Context: an optimization exercise on an open-source flow, tuned for small area, a short achievable clock period and few clock cycles. The choices shown serve that exercise and are no tape-out recipe.
In this exercise RTL edits were held to simulation tests only and were not proved equivalent to the original.
No activity file was given, so power comes from the tool's default toggle rates.

==> run a: inputs <==
==> flow/design.v (excerpt) <==
module top (
    input         clk_i,
    input         rst_i,
    input  [7:0]  addr_i,
    input  [31:0] data_i,
    input         wr_vi,
    output [31:0] data_o
);
clock: 6.5 ns
lec_check: 0
cap_margin: 20
core_margin: 2
core_utilization: 50
cts_cluster_diameter: 80
cts_cluster_size: 25
place_density: 0.7
setup_slack_margin: 3.7
slew_margin: 20
synth_hierarchical: 1
synth_minimum_keep_size: 0
run.sh (not shown) runs the stock make flow with config.mk's settings and CLKGATE_MAP_FILE= SYNTH_SCRIPT=/design/flow/synth_recipe.tcl, a recipe that flattens the netlist after the stock synthesis.
==> run b: changes against run a <==
--- a/flow/design.v
+++ b/flow/design.v
@@ -81,25 +81,24 @@
         r[3*t]   = (bx[2*t+2] & ~bx[2*t+1] & ~bx[2*t]) | (~bx[2*t+2] & bx[2*t+1] & bx[2*t]);
     end
     booth_enc = r;
 endfunction
 wire [3:0] oh_i = (op_x ? 4'b1 << a[3:2] : 4'd0) | ri_oh;
 wire [3:0] oh_k = (op_x ? 4'b1 << a[1:0] : 4'd0) | rk_oh;
+logic [8:0] roww [4];
 logic [8:0] xval;
-logic [143:0] wflat;
-wire  [59:0]  opd;
-always_comb
-    for (int n = 0; n < 16; n++) wflat[9*n +: 9] = W[n];
-opsel_m u_opsel (.w(wflat), .oh_i(oh_i), .bd(opd));
 always_comb begin
     xval = '0;
     for (int e = 0; e < 4; e++) begin
         logic [8:0] rx;
+        roww[e] = '0;
         rx = '0;
-        for (int r = 0; r < 4; r++)
+        for (int r = 0; r < 4; r++) begin
+            roww[e] = roww[e] | (W[4*r+e] & {9{oh_i[r]}});
             rx = rx | (X[4*r+e] & {9{ri_oh[r]}});
+        end
         xval = xval | (rx & {9{rk_oh[e]}});
     end
 end
 reg        sa_v;
 reg [9:0]  sa_d;
 reg [14:0] sa_bd [4];      
@@ -109,14 +108,19 @@
     else        sa_v <= op_x | rc_op;
 always_ff @(posedge clk_i) begin
     logic [8:0] d;
     d = rc_op ? xval : data_i[8:0];
     sa_d <= {d[8], d};
     sa_k <= oh_k;
-    for (int m = 0; m < 4; m++)
-        sa_bd[m] <= opd[15*m +: 15];
+    for (int m = 0; m < 4; m++) begin
+        logic [8:0] b;
+        b = '0;
+        for (int e = 0; e < 4; e++)
+            b = b | (roww[e] & {9{oh_k[(m - e) & 3]}});
+        sa_bd[m] <= booth_enc(b);
+    end
 end
 function automatic logic [39:0] mul_cs(input logic [9:0] d, input logic [14:0] bd);
     logic [19:0] rows [5];
     logic [19:0] nk;
     logic [19:0] s1, c1, s2, c2, s3, c3, s4, c4;
     nk = 20'hAAC00;                        
@@ -136,13 +140,13 @@
     c3 = ((s1 & c1) | (s1 & s2) | (c1 & s2)) << 1;
     s4 = s3 ^ c3 ^ c2;
     c4 = ((s3 & c3) | (s3 & c2) | (c3 & c2)) << 1;
     mul_cs = {s4, c4};
 endfunction
 function automatic logic [3:0] lane_addr(input int m, input int e);
-    lane_addr = 4'(4 * m + e);
+    lane_addr = 4'(4 * ((m - e) & 3) + e);
 endfunction
 reg [19:0] P [16];
 reg [31:0] C [16];
 reg        sb_v, sc_v;
 reg [19:0] sb_s  [4];
 reg [19:0] sb_c  [4];
@@ -234,19 +238,14 @@
     for (int m = 0; m < 4; m++) begin
         chsel[m] = '0;
         for (int e = 0; e < 4; e++)
             chsel[m] = chsel[m] | (C[lane_addr(m, e)][31:20] & {12{chiv[e]}});
     end
 reg [31:0] dout;
-logic [511:0] cflat;
-wire  [31:0]  dnext;
-always_comb
-    for (int n = 0; n < 16; n++) cflat[32*n +: 32] = C[n];
-rdmux_m u_rd (.c(cflat), .rd(op_rd), .a(a), .idle(idle_next), .d(dnext));
-always_ff @(posedge clk_i)
-    dout <= dnext;
+always_ff @(posedge clk_i)
+    dout <= op_rd ? C[a] : {31'd0, idle_next};
 assign data_o = dout;
 endmodule
 module mul_cs_m (input [9:0] d, input [14:0] bd, output [39:0] sc);
     logic [19:0] rows [5];
     logic [19:0] nk;
     logic [19:0] s1, c1, s2, c2, s3, c3, s4, c4;
@@ -277,38 +276,6 @@
 module add21_m (input [19:0] a, input [19:0] b, output [20:0] s);
     assign s = {1'b0, a} + {1'b0, b};
 endmodule
 module hiadj_m (input [11:0] ch, input [1:0] adj, output [11:0] s);
     assign s = adj[1] ? ch - 12'd1 : adj[0] ? ch + 12'd1 : ch;
 endmodule
-module opsel_m (input [143:0] w, input [3:0] oh_i, output [59:0] bd);
-    function automatic logic [14:0] benc(input logic [8:0] b);
-        logic [10:0] bx;
-        logic [14:0] r;
-        bx = {b[8], b, 1'b0};
-        for (int t = 0; t < 5; t++) begin
-            r[3*t+2] = bx[2*t+2];
-            r[3*t+1] = bx[2*t+1] ^ bx[2*t];
-            r[3*t]   = (bx[2*t+2] & ~bx[2*t+1] & ~bx[2*t]) | (~bx[2*t+2] & bx[2*t+1] & bx[2*t]);
-        end
-        benc = r;
-    endfunction
-    logic [59:0] r;
-    always_comb
-        for (int m = 0; m < 4; m++) begin
-            logic [8:0] b;
-            b = '0;
-            for (int i = 0; i < 4; i++)
-                b = b | (w[9*(4*i+m) +: 9] & {9{oh_i[i]}});
-            r[15*m +: 15] = benc(b);
-        end
-    assign bd = r;
-endmodule
-module rdmux_m (input [511:0] c, input rd, input [3:0] a, input idle, output [31:0] d);
-    logic [31:0] v;
-    always_comb begin
-        v = {31'd0, idle & ~rd};
-        for (int n = 0; n < 16; n++)
-            v = v | (c[32*n +: 32] & {32{rd && a == n}});
-    end
-    assign d = v;
-endmodule
- CORE_UTILIZATION: 50 -> 55
- SETUP_SLACK_MARGIN: 3.7 -> 3.9
==> comparison <==
In run a the combinational power is smaller than in run b, by about 6%.
Of run a and run b, run b has the higher clock skew (gap 2.9 ps).
Of run b and run a, run a has the higher hold slack (gap 16 ps).
Between run b and run a, the lower fmax is in run a (gap 2.3%, measured against run a).
Critical path depth: run a is lower than run b (5).
Clock-buffer cell count: run a is higher than run b (2).
Against run a, the utilization of run b is higher by 9.5 points.
Against run b, the synthesized cell count of run a is smaller by about 3%.
Of run a and run b, run b has the higher non-clock buffer count (gap 229).
Testbench counts of run a, summed over its fixed seeds: cycles 13,056.
Testbench counts of run b, summed over its fixed seeds: cycles 13,056.

* * *

==> trial 67 <==
==> flow/design.v <==
module top (
    input         clk_i,
    input         rst_i,
    input  [7:0]  addr_i,
    input  [31:0] data_i,
    input         wr_vi,
    output [31:0] data_o
);
wire       op_w  = wr_vi & ~addr_i[7] & ~addr_i[6];  
wire       op_x  = wr_vi & ~addr_i[7] &  addr_i[6];  
wire       op_c  = wr_vi &  addr_i[7] & ~addr_i[6];  
wire       op_st = wr_vi &  addr_i[7] &  addr_i[6];  
wire       op_rd = addr_i[7] & ~addr_i[6];           
wire [3:0] a     = addr_i[3:0];
wire       clr   = ~rst_i;                           
reg [8:0] W [16];
reg [8:0] X [16];
reg [15:0] xv;
reg        pok;
wire       fast = pok & (&xv);
reg        rc;
reg [4:0]  rn;
reg        rc_op;           
wire       rc_clr = rc & (rn == 5'd2);
wire       vst    = rc & (rn == 5'd19);
reg [7:1] q;
always_ff @(posedge clk_i or negedge rst_i)
    if (!rst_i) begin
        q   <= '0;
        rc  <= 1'b0;
        rn  <= '0;
        xv  <= '0;
        pok <= 1'b1;
    end else begin
        q <= {q[6:1], (op_st & fast) | vst};
        if (op_st & ~fast) begin
            rc <= 1'b1;
            rn <= '0;
        end else if (rc) begin
            rn <= rn + 5'd1;
            if (vst) rc <= 1'b0;
        end
        if (q[1]) begin
            xv  <= '0;
            pok <= 1'b1;
        end else if (op_x) begin
            xv[a] <= 1'b1;
            if (xv[a]) pok <= 1'b0;
        end else if (op_w) begin
            if (|(xv & (16'hF << {a[3:2], 2'b00}))) pok <= 1'b0;
        end
    end
wire idle_next = ~(op_st | rc | q[1] | q[2] | q[3] | q[4] | q[5] | q[6]);
always_ff @(posedge clk_i)
    for (int n = 0; n < 16; n++) begin
        if (clr | (op_w & a == n)) W[n] <= data_i[8:0] & {9{rst_i}};
        if (clr | (op_x & a == n)) X[n] <= data_i[8:0] & {9{rst_i}};
    end
reg [3:0] ri_oh, rk_oh;         
always_ff @(posedge clk_i or negedge rst_i)
    if (!rst_i) begin
        rc_op <= 1'b0;
        ri_oh <= '0;
        rk_oh <= '0;
    end else begin
        logic [3:0] n;
        logic       nx;
        n  = 4'(rn - 5'd2);         
        nx = rc & (rn >= 5'd2) & (rn <= 5'd17);
        rc_op <= nx;
        ri_oh <= nx ? 4'b1 << n[3:2] : 4'd0;
        rk_oh <= nx ? 4'b1 << n[1:0] : 4'd0;
    end
function automatic logic [14:0] booth_enc(input logic [8:0] b);
    logic [10:0] bx;
    logic [14:0] r;
    bx = {b[8], b, 1'b0};
    for (int t = 0; t < 5; t++) begin
        r[3*t+2] = bx[2*t+2];
        r[3*t+1] = bx[2*t+1] ^ bx[2*t];
        r[3*t]   = (bx[2*t+2] & ~bx[2*t+1] & ~bx[2*t]) | (~bx[2*t+2] & bx[2*t+1] & bx[2*t]);
    end
    booth_enc = r;
endfunction
wire [3:0] oh_i = (op_x ? 4'b1 << a[3:2] : 4'd0) | ri_oh;
wire [3:0] oh_k = (op_x ? 4'b1 << a[1:0] : 4'd0) | rk_oh;
logic [8:0] roww [4];
logic [8:0] xval;
always_comb begin
    xval = '0;
    for (int e = 0; e < 4; e++) begin
        logic [8:0] rx;
        roww[e] = '0;
        rx = '0;
        for (int r = 0; r < 4; r++) begin
            roww[e] = roww[e] | (W[4*r+e] & {9{oh_i[r]}});
            rx = rx | (X[4*r+e] & {9{ri_oh[r]}});
        end
        xval = xval | (rx & {9{rk_oh[e]}});
    end
end
reg        sa_v;
reg [9:0]  sa_d;
reg [14:0] sa_bd [4];      
reg [3:0]  sa_k;           
always_ff @(posedge clk_i or negedge rst_i)
    if (!rst_i) sa_v <= 1'b0;
    else        sa_v <= op_x | rc_op;
always_ff @(posedge clk_i) begin
    logic [8:0] d;
    d = rc_op ? xval : data_i[8:0];
    sa_d <= {d[8], d};
    sa_k <= oh_k;
    for (int m = 0; m < 4; m++) begin
        logic [8:0] b;
        b = '0;
        for (int e = 0; e < 4; e++)
            b = b | (roww[e] & {9{oh_k[(m - e) & 3]}});
        sa_bd[m] <= booth_enc(b);
    end
end
function automatic logic [39:0] mul_cs(input logic [9:0] d, input logic [14:0] bd);
    logic [19:0] rows [5];
    logic [19:0] nk;
    logic [19:0] s1, c1, s2, c2, s3, c3, s4, c4;
    nk = 20'hAAC00;                        
    for (int t = 0; t < 5; t++) begin
        logic [10:0] xm, rw;
        xm = bd[3*t+1] ? {d[9], d} : bd[3*t] ? {d, 1'b0} : 11'd0;
        rw = xm ^ {11{bd[3*t+2]}};
        rw[10] = ~rw[10];
        rows[t] = 20'(rw) << (2*t);
        nk[2*t] = bd[3*t+2];
    end
    s1 = rows[0] ^ rows[1] ^ rows[2];
    c1 = ((rows[0] & rows[1]) | (rows[0] & rows[2]) | (rows[1] & rows[2])) << 1;
    s2 = rows[3] ^ rows[4] ^ nk;
    c2 = ((rows[3] & rows[4]) | (rows[3] & nk) | (rows[4] & nk)) << 1;
    s3 = s1 ^ c1 ^ s2;
    c3 = ((s1 & c1) | (s1 & s2) | (c1 & s2)) << 1;
    s4 = s3 ^ c3 ^ c2;
    c4 = ((s3 & c3) | (s3 & c2) | (c3 & c2)) << 1;
    mul_cs = {s4, c4};
endfunction
function automatic logic [3:0] lane_addr(input int m, input int e);
    lane_addr = 4'(4 * ((m - e) & 3) + e);
endfunction
reg [19:0] P [16];
reg [31:0] C [16];
reg        sb_v, sc_v;
reg [19:0] sb_s  [4];
reg [19:0] sb_c  [4];
reg [3:0]  sb_k;
reg [19:0] sc_p  [4];     
reg [3:0]  sc_k;
reg [19:0] pr    [4];     
logic [20:0] lsum [4];    
reg   [1:0]  adj  [4];    
logic [11:0] chsel [4];   
reg [3:0]  rsel;
reg        fwd;
reg        crdl, cwrl, chil, pzl;
reg [3:0]  crdv, cwrv, chiv;
always_ff @(posedge clk_i or negedge rst_i)
    if (!rst_i) begin
        sb_v <= 1'b0;
        sc_v <= 1'b0;
    end else begin
        sb_v <= sa_v;
        sc_v <= sb_v;
    end
always_ff @(posedge clk_i) begin
    logic [3:0] ri;
    ri = |q[4:1] ? q[4:1] : sa_k;
    rsel <= ri;
    fwd  <= sb_v && ri == sb_k;
    crdl <= |q[4:1];
    crdv <= q[4:1];
    cwrl <= |q[5:2];
    cwrv <= q[5:2];
    chil <= |q[6:3];
    chiv <= q[6:3];
    pzl  <= |q[5:2] | rc_clr;
    sb_k <= sa_k;
    sc_k <= sb_k;
end
wire [39:0] msc [4];
wire [19:0] bsum [4];
wire [20:0] lsw [4];
wire [11:0] hiw [4];
for (genvar g = 0; g < 4; g++) begin : g_lane
    mul_cs_m u_mul (.d(sa_d), .bd(sa_bd[g]), .sc(msc[g]));
    add20_m  u_b2  (.a(sb_s[g]), .b(sb_c[g]), .s(bsum[g]));
    add21_m  u_l   (.a(pr[g]), .b(sc_p[g]), .s(lsw[g]));
    hiadj_m  u_h   (.ch(chsel[g]), .adj(adj[g]), .s(hiw[g]));
end
always_ff @(posedge clk_i)
    for (int m = 0; m < 4; m++) begin
        logic [39:0] sc;
        logic [19:0] pv, cv;
        sc = msc[m];
        sb_s[m] <= sc[39:20];
        sb_c[m] <= sc[19:0];
        pv = '0;
        cv = '0;
        for (int e = 0; e < 4; e++) begin
            pv = pv | (P[lane_addr(m, e)] & {20{rsel[e]}});
            cv = cv | (C[lane_addr(m, e)][19:0] & {20{crdv[e]}});
        end
        sc_p[m] <= crdl ? cv : bsum[m];
        pr[m]   <= fwd ? lsum[m][19:0] : pv;
    end
always_comb
    for (int m = 0; m < 4; m++)
        lsum[m] = lsw[m];
always_ff @(posedge clk_i)
    for (int m = 0; m < 4; m++)
        adj[m] <= {~lsum[m][20] & pr[m][19], lsum[m][20] & ~pr[m][19]};
always_ff @(posedge clk_i)
    for (int m = 0; m < 4; m++)
        for (int e = 0; e < 4; e++)
            if (clr | pzl & (cwrv[e] | ~cwrl) | (sc_v & sc_k[e]))
                P[lane_addr(m, e)] <= lsum[m][19:0] & {20{rst_i & ~pzl}};
always_ff @(posedge clk_i)
    for (int m = 0; m < 4; m++) begin
        logic [19:0] dlo;
        logic [11:0] dhi;
        dlo = cwrl ? lsum[m][19:0] : data_i[19:0] & {20{rst_i}};
        dhi = chil ? hiw[m] : data_i[31:20] & {12{rst_i}};
        for (int e = 0; e < 4; e++) begin
            if (clr | cwrv[e] | (op_c && a == lane_addr(m, e)))
                C[lane_addr(m, e)][19:0] <= dlo;
            if (clr | chiv[e] | (op_c && a == lane_addr(m, e)))
                C[lane_addr(m, e)][31:20] <= dhi;
        end
    end
always_comb
    for (int m = 0; m < 4; m++) begin
        chsel[m] = '0;
        for (int e = 0; e < 4; e++)
            chsel[m] = chsel[m] | (C[lane_addr(m, e)][31:20] & {12{chiv[e]}});
    end
reg [31:0] dout;
always_ff @(posedge clk_i)
    dout <= op_rd ? C[a] : {31'd0, idle_next};
assign data_o = dout;
endmodule
module mul_cs_m (input [9:0] d, input [14:0] bd, output [39:0] sc);
    logic [19:0] rows [5];
    logic [19:0] nk;
    logic [19:0] s1, c1, s2, c2, s3, c3, s4, c4;
    always_comb begin
        nk = 20'hAAC00;                    
        for (int t = 0; t < 5; t++) begin
            logic [10:0] xm, rw;
            xm = bd[3*t+1] ? {d[9], d} : bd[3*t] ? {d, 1'b0} : 11'd0;
            rw = xm ^ {11{bd[3*t+2]}};
            rw[10] = ~rw[10];
            rows[t] = 20'(rw) << (2*t);
            nk[2*t] = bd[3*t+2];
        end
        s1 = rows[0] ^ rows[1] ^ rows[2];
        c1 = ((rows[0] & rows[1]) | (rows[0] & rows[2]) | (rows[1] & rows[2])) << 1;
        s2 = rows[3] ^ rows[4] ^ nk;
        c2 = ((rows[3] & rows[4]) | (rows[3] & nk) | (rows[4] & nk)) << 1;
        s3 = s1 ^ c1 ^ s2;
        c3 = ((s1 & c1) | (s1 & s2) | (c1 & s2)) << 1;
        s4 = s3 ^ c3 ^ c2;
        c4 = ((s3 & c3) | (s3 & c2) | (c3 & c2)) << 1;
    end
    assign sc = {s4, c4};
endmodule
module add20_m (input [19:0] a, input [19:0] b, output [19:0] s);
    assign s = a + b;
endmodule
module add21_m (input [19:0] a, input [19:0] b, output [20:0] s);
    assign s = {1'b0, a} + {1'b0, b};
endmodule
module hiadj_m (input [11:0] ch, input [1:0] adj, output [11:0] s);
    assign s = adj[1] ? ch - 12'd1 : adj[0] ? ch + 12'd1 : ch;
endmodule
==> flow/run.sh <==
#!/bin/bash
# synth_recipe.tcl (not shown) runs the flow's synth.tcl, then flattens the netlist and writes it again
# the make line also repeats each setting of config.mk as NAME=value (left out here)
make -C /OpenROAD-flow-scripts/flow DESIGN_CONFIG=/design/flow/config.mk WORK_HOME=/design/flow/orfs CLKGATE_MAP_FILE= SYNTH_SCRIPT=/design/flow/synth_recipe.tcl finish
==> flow/config.mk <==
export PLATFORM = sky130hd
export DESIGN_NAME = top
export DESIGN_NICKNAME = top
export VERILOG_FILES = /design/flow/design.v
export SDC_FILE = /design/flow/constraint.sdc
export NUM_CORES = 8
export LEC_CHECK = 0
export CAP_MARGIN = 20
export CORE_MARGIN = 2
export CORE_UTILIZATION = 55
export CTS_CLUSTER_DIAMETER = 80
export CTS_CLUSTER_SIZE = 25
export PLACE_DENSITY = 0.7
export SETUP_SLACK_MARGIN = 3.5
export SLEW_MARGIN = 20
export SYNTH_HIERARCHICAL = 1
export SYNTH_MINIMUM_KEEP_SIZE = 0
==> flow/constraint.sdc <==
create_clock -name core_clock -period 6.5 [get_ports {clk_i}]
set_input_delay 1.3000 -clock core_clock [delete_from_list [all_inputs] [get_ports {clk_i}]]
set_output_delay 1.3000 -clock core_clock [all_outputs]
set_load 0.01 [all_outputs]
==> build 10 (differences from trial 67) <==
--- a/flow/design.v
+++ b/flow/design.v
@@ -84,18 +84,19 @@
 endfunction
 wire [3:0] oh_i = (op_x ? 4'b1 << a[3:2] : 4'd0) | ri_oh;
 wire [3:0] oh_k = (op_x ? 4'b1 << a[1:0] : 4'd0) | rk_oh;
-logic [8:0] roww [4];
 logic [8:0] xval;
+logic [143:0] wflat;
+wire  [59:0]  opd;
+always_comb
+    for (int n = 0; n < 16; n++) wflat[9*n +: 9] = W[n];
+opsel_m u_opsel (.w(wflat), .oh_i(oh_i), .bd(opd));
 always_comb begin
     xval = '0;
     for (int e = 0; e < 4; e++) begin
         logic [8:0] rx;
-        roww[e] = '0;
         rx = '0;
-        for (int r = 0; r < 4; r++) begin
-            roww[e] = roww[e] | (W[4*r+e] & {9{oh_i[r]}});
+        for (int r = 0; r < 4; r++)
             rx = rx | (X[4*r+e] & {9{ri_oh[r]}});
-        end
         xval = xval | (rx & {9{rk_oh[e]}});
     end
 end
@@ -111,13 +112,8 @@
     d = rc_op ? xval : data_i[8:0];
     sa_d <= {d[8], d};
     sa_k <= oh_k;
-    for (int m = 0; m < 4; m++) begin
-        logic [8:0] b;
-        b = '0;
-        for (int e = 0; e < 4; e++)
-            b = b | (roww[e] & {9{oh_k[(m - e) & 3]}});
-        sa_bd[m] <= booth_enc(b);
-    end
+    for (int m = 0; m < 4; m++)
+        sa_bd[m] <= opd[15*m +: 15];
 end
 function automatic logic [39:0] mul_cs(input logic [9:0] d, input logic [14:0] bd);
     logic [19:0] rows [5];
@@ -143,7 +139,7 @@
     mul_cs = {s4, c4};
 endfunction
 function automatic logic [3:0] lane_addr(input int m, input int e);
-    lane_addr = 4'(4 * ((m - e) & 3) + e);
+    lane_addr = 4'(4 * m + e);
 endfunction
 reg [19:0] P [16];
 reg [31:0] C [16];
@@ -241,8 +237,13 @@
             chsel[m] = chsel[m] | (C[lane_addr(m, e)][31:20] & {12{chiv[e]}});
     end
 reg [31:0] dout;
-always_ff @(posedge clk_i)
-    dout <= op_rd ? C[a] : {31'd0, idle_next};
+logic [511:0] cflat;
+wire  [31:0]  dnext;
+always_comb
+    for (int n = 0; n < 16; n++) cflat[32*n +: 32] = C[n];
+rdmux_m u_rd (.c(cflat), .rd(op_rd), .a(a), .idle(idle_next), .d(dnext));
+always_ff @(posedge clk_i)
+    dout <= dnext;
 assign data_o = dout;
 endmodule
 module mul_cs_m (input [9:0] d, input [14:0] bd, output [39:0] sc);
@@ -279,3 +280,35 @@
 module hiadj_m (input [11:0] ch, input [1:0] adj, output [11:0] s);
     assign s = adj[1] ? ch - 12'd1 : adj[0] ? ch + 12'd1 : ch;
 endmodule
+module opsel_m (input [143:0] w, input [3:0] oh_i, output [59:0] bd);
+    function automatic logic [14:0] benc(input logic [8:0] b);
+        logic [10:0] bx;
+        logic [14:0] r;
+        bx = {b[8], b, 1'b0};
+        for (int t = 0; t < 5; t++) begin
+            r[3*t+2] = bx[2*t+2];
+            r[3*t+1] = bx[2*t+1] ^ bx[2*t];
+            r[3*t]   = (bx[2*t+2] & ~bx[2*t+1] & ~bx[2*t]) | (~bx[2*t+2] & bx[2*t+1] & bx[2*t]);
+        end
+        benc = r;
+    endfunction
+    logic [59:0] r;
+    always_comb
+        for (int m = 0; m < 4; m++) begin
+            logic [8:0] b;
+            b = '0;
+            for (int i = 0; i < 4; i++)
+                b = b | (w[9*(4*i+m) +: 9] & {9{oh_i[i]}});
+            r[15*m +: 15] = benc(b);
+        end
+    assign bd = r;
+endmodule
+module rdmux_m (input [511:0] c, input rd, input [3:0] a, input idle, output [31:0] d);
+    logic [31:0] v;
+    always_comb begin
+        v = {31'd0, idle & ~rd};
+        for (int n = 0; n < 16; n++)
+            v = v | (c[32*n +: 32] & {32{rd && a == n}});
+    end
+    assign d = v;
+endmodule
--- a/flow/config.mk
+++ b/flow/config.mk
@@ -11,7 +11,7 @@
 export CTS_CLUSTER_DIAMETER = 80
 export CTS_CLUSTER_SIZE = 25
 export PLACE_DENSITY = 0.7
-export SETUP_SLACK_MARGIN = 3.5
+export SETUP_SLACK_MARGIN = 3.7
 export SLEW_MARGIN = 20
 export SYNTH_HIERARCHICAL = 1
 export SYNTH_MINIMUM_KEEP_SIZE = 0
==> flow_metrics.py <==
metrics = {
    "final_layout": {
        "multi_input_area_share_pct": 39.3,
        "seq_area_sq_um": 43800,
        "clk_share_pct": 3.19,
        "final_cell_mix": "edfxtp_1, a22oi_1, nand2_1",
        "multi_input_gates": 4360,
        "final_nets": 6941,
    },
    "yosys": {
        "synth_common_cells": "edfxtp_1, a22oi_1, nand2_1",
        "syn_area_sq_um": 78600,
    },
    "status": {
        "outcome": "no timing/DRC/antenna violations",
    },
    "timing": {
        "whs_ns": 0.376,
        "max_freq_mhz": 322,
    },
    "global_route": {
        "use_met2_pct": 51.0,
        "grt_start_max_net_pins": 145,
    },
    "routing": {
        "dr.pass1.iters": 13,
    },
    "critical_path": {
        "cpPeakStageDelay_ns": 0.49,
    },
}
[end of results for trial 67]
==> flow_metrics.py <==
metrics = {
    "status": {
        "outcome": "no timing/DRC/antenna violations",
    },
    "timing": {
        "whs_ns": 0.373,
        "max_freq_mhz": 347,
    },
    "yosys": {
        "syn_area_sq_um": 77900,
    },
    "global_route": {
        "use_met2_pct": 50.8,
        "grt_start_max_net_pins": 122,
    },
    "final_layout": {
        "clk_share_pct": 3.07,
        "multi_input_gates": 4166,
        "final_cell_mix": "edfxtp_1, a22oi_1, nand2_1",
    },
    "critical_path": {
        "cpPeakStageDelay_ns": 0.41,
    },
}
[end of results for build 10]
Testbench counts of trial 67, summed over its fixed seeds: cycles 13,056.
Testbench counts of build 10, summed over its fixed seeds: cycles 13,056.

-- static timing again, ports no longer ideal --
The results above use ideal ports. As a check the final layouts listed here were re-extracted and re-timed, cells and wires unchanged. Step 1 sets driving cells, clkbuf_16 on the clock port and buf_2 on the other inputs (assumed; they add their load-dependent delay and slew). Step 2, shift: input delay + t, output delay - t, t = (earliest + latest rising clock arrival at the registers) / 2. This alone moves slack from input paths to output paths. Slacks: no drivers / after step 1 / after step 2; pairs: no drivers / after step 1.
run	t, ns	slack for setup (ns)	latest minus earliest clock arrival (ns)
run a	0.828	3.579 / 3.611 / 2.783	0.069 / 0.069
run b	0.837	3.645 / 3.645 / 2.821	0.063 / 0.064
trial 67	0.826	3.391 / 3.423 / 2.601	0.071 / 0.071
build 10	0.810	3.614 / 3.626 / 2.815	0.057 / 0.057
After both steps setup and hold are still met in every run listed. The setup slack of run b, which loses most, moves by 0.000 ns with the drivers and by -0.824 ns with both steps.
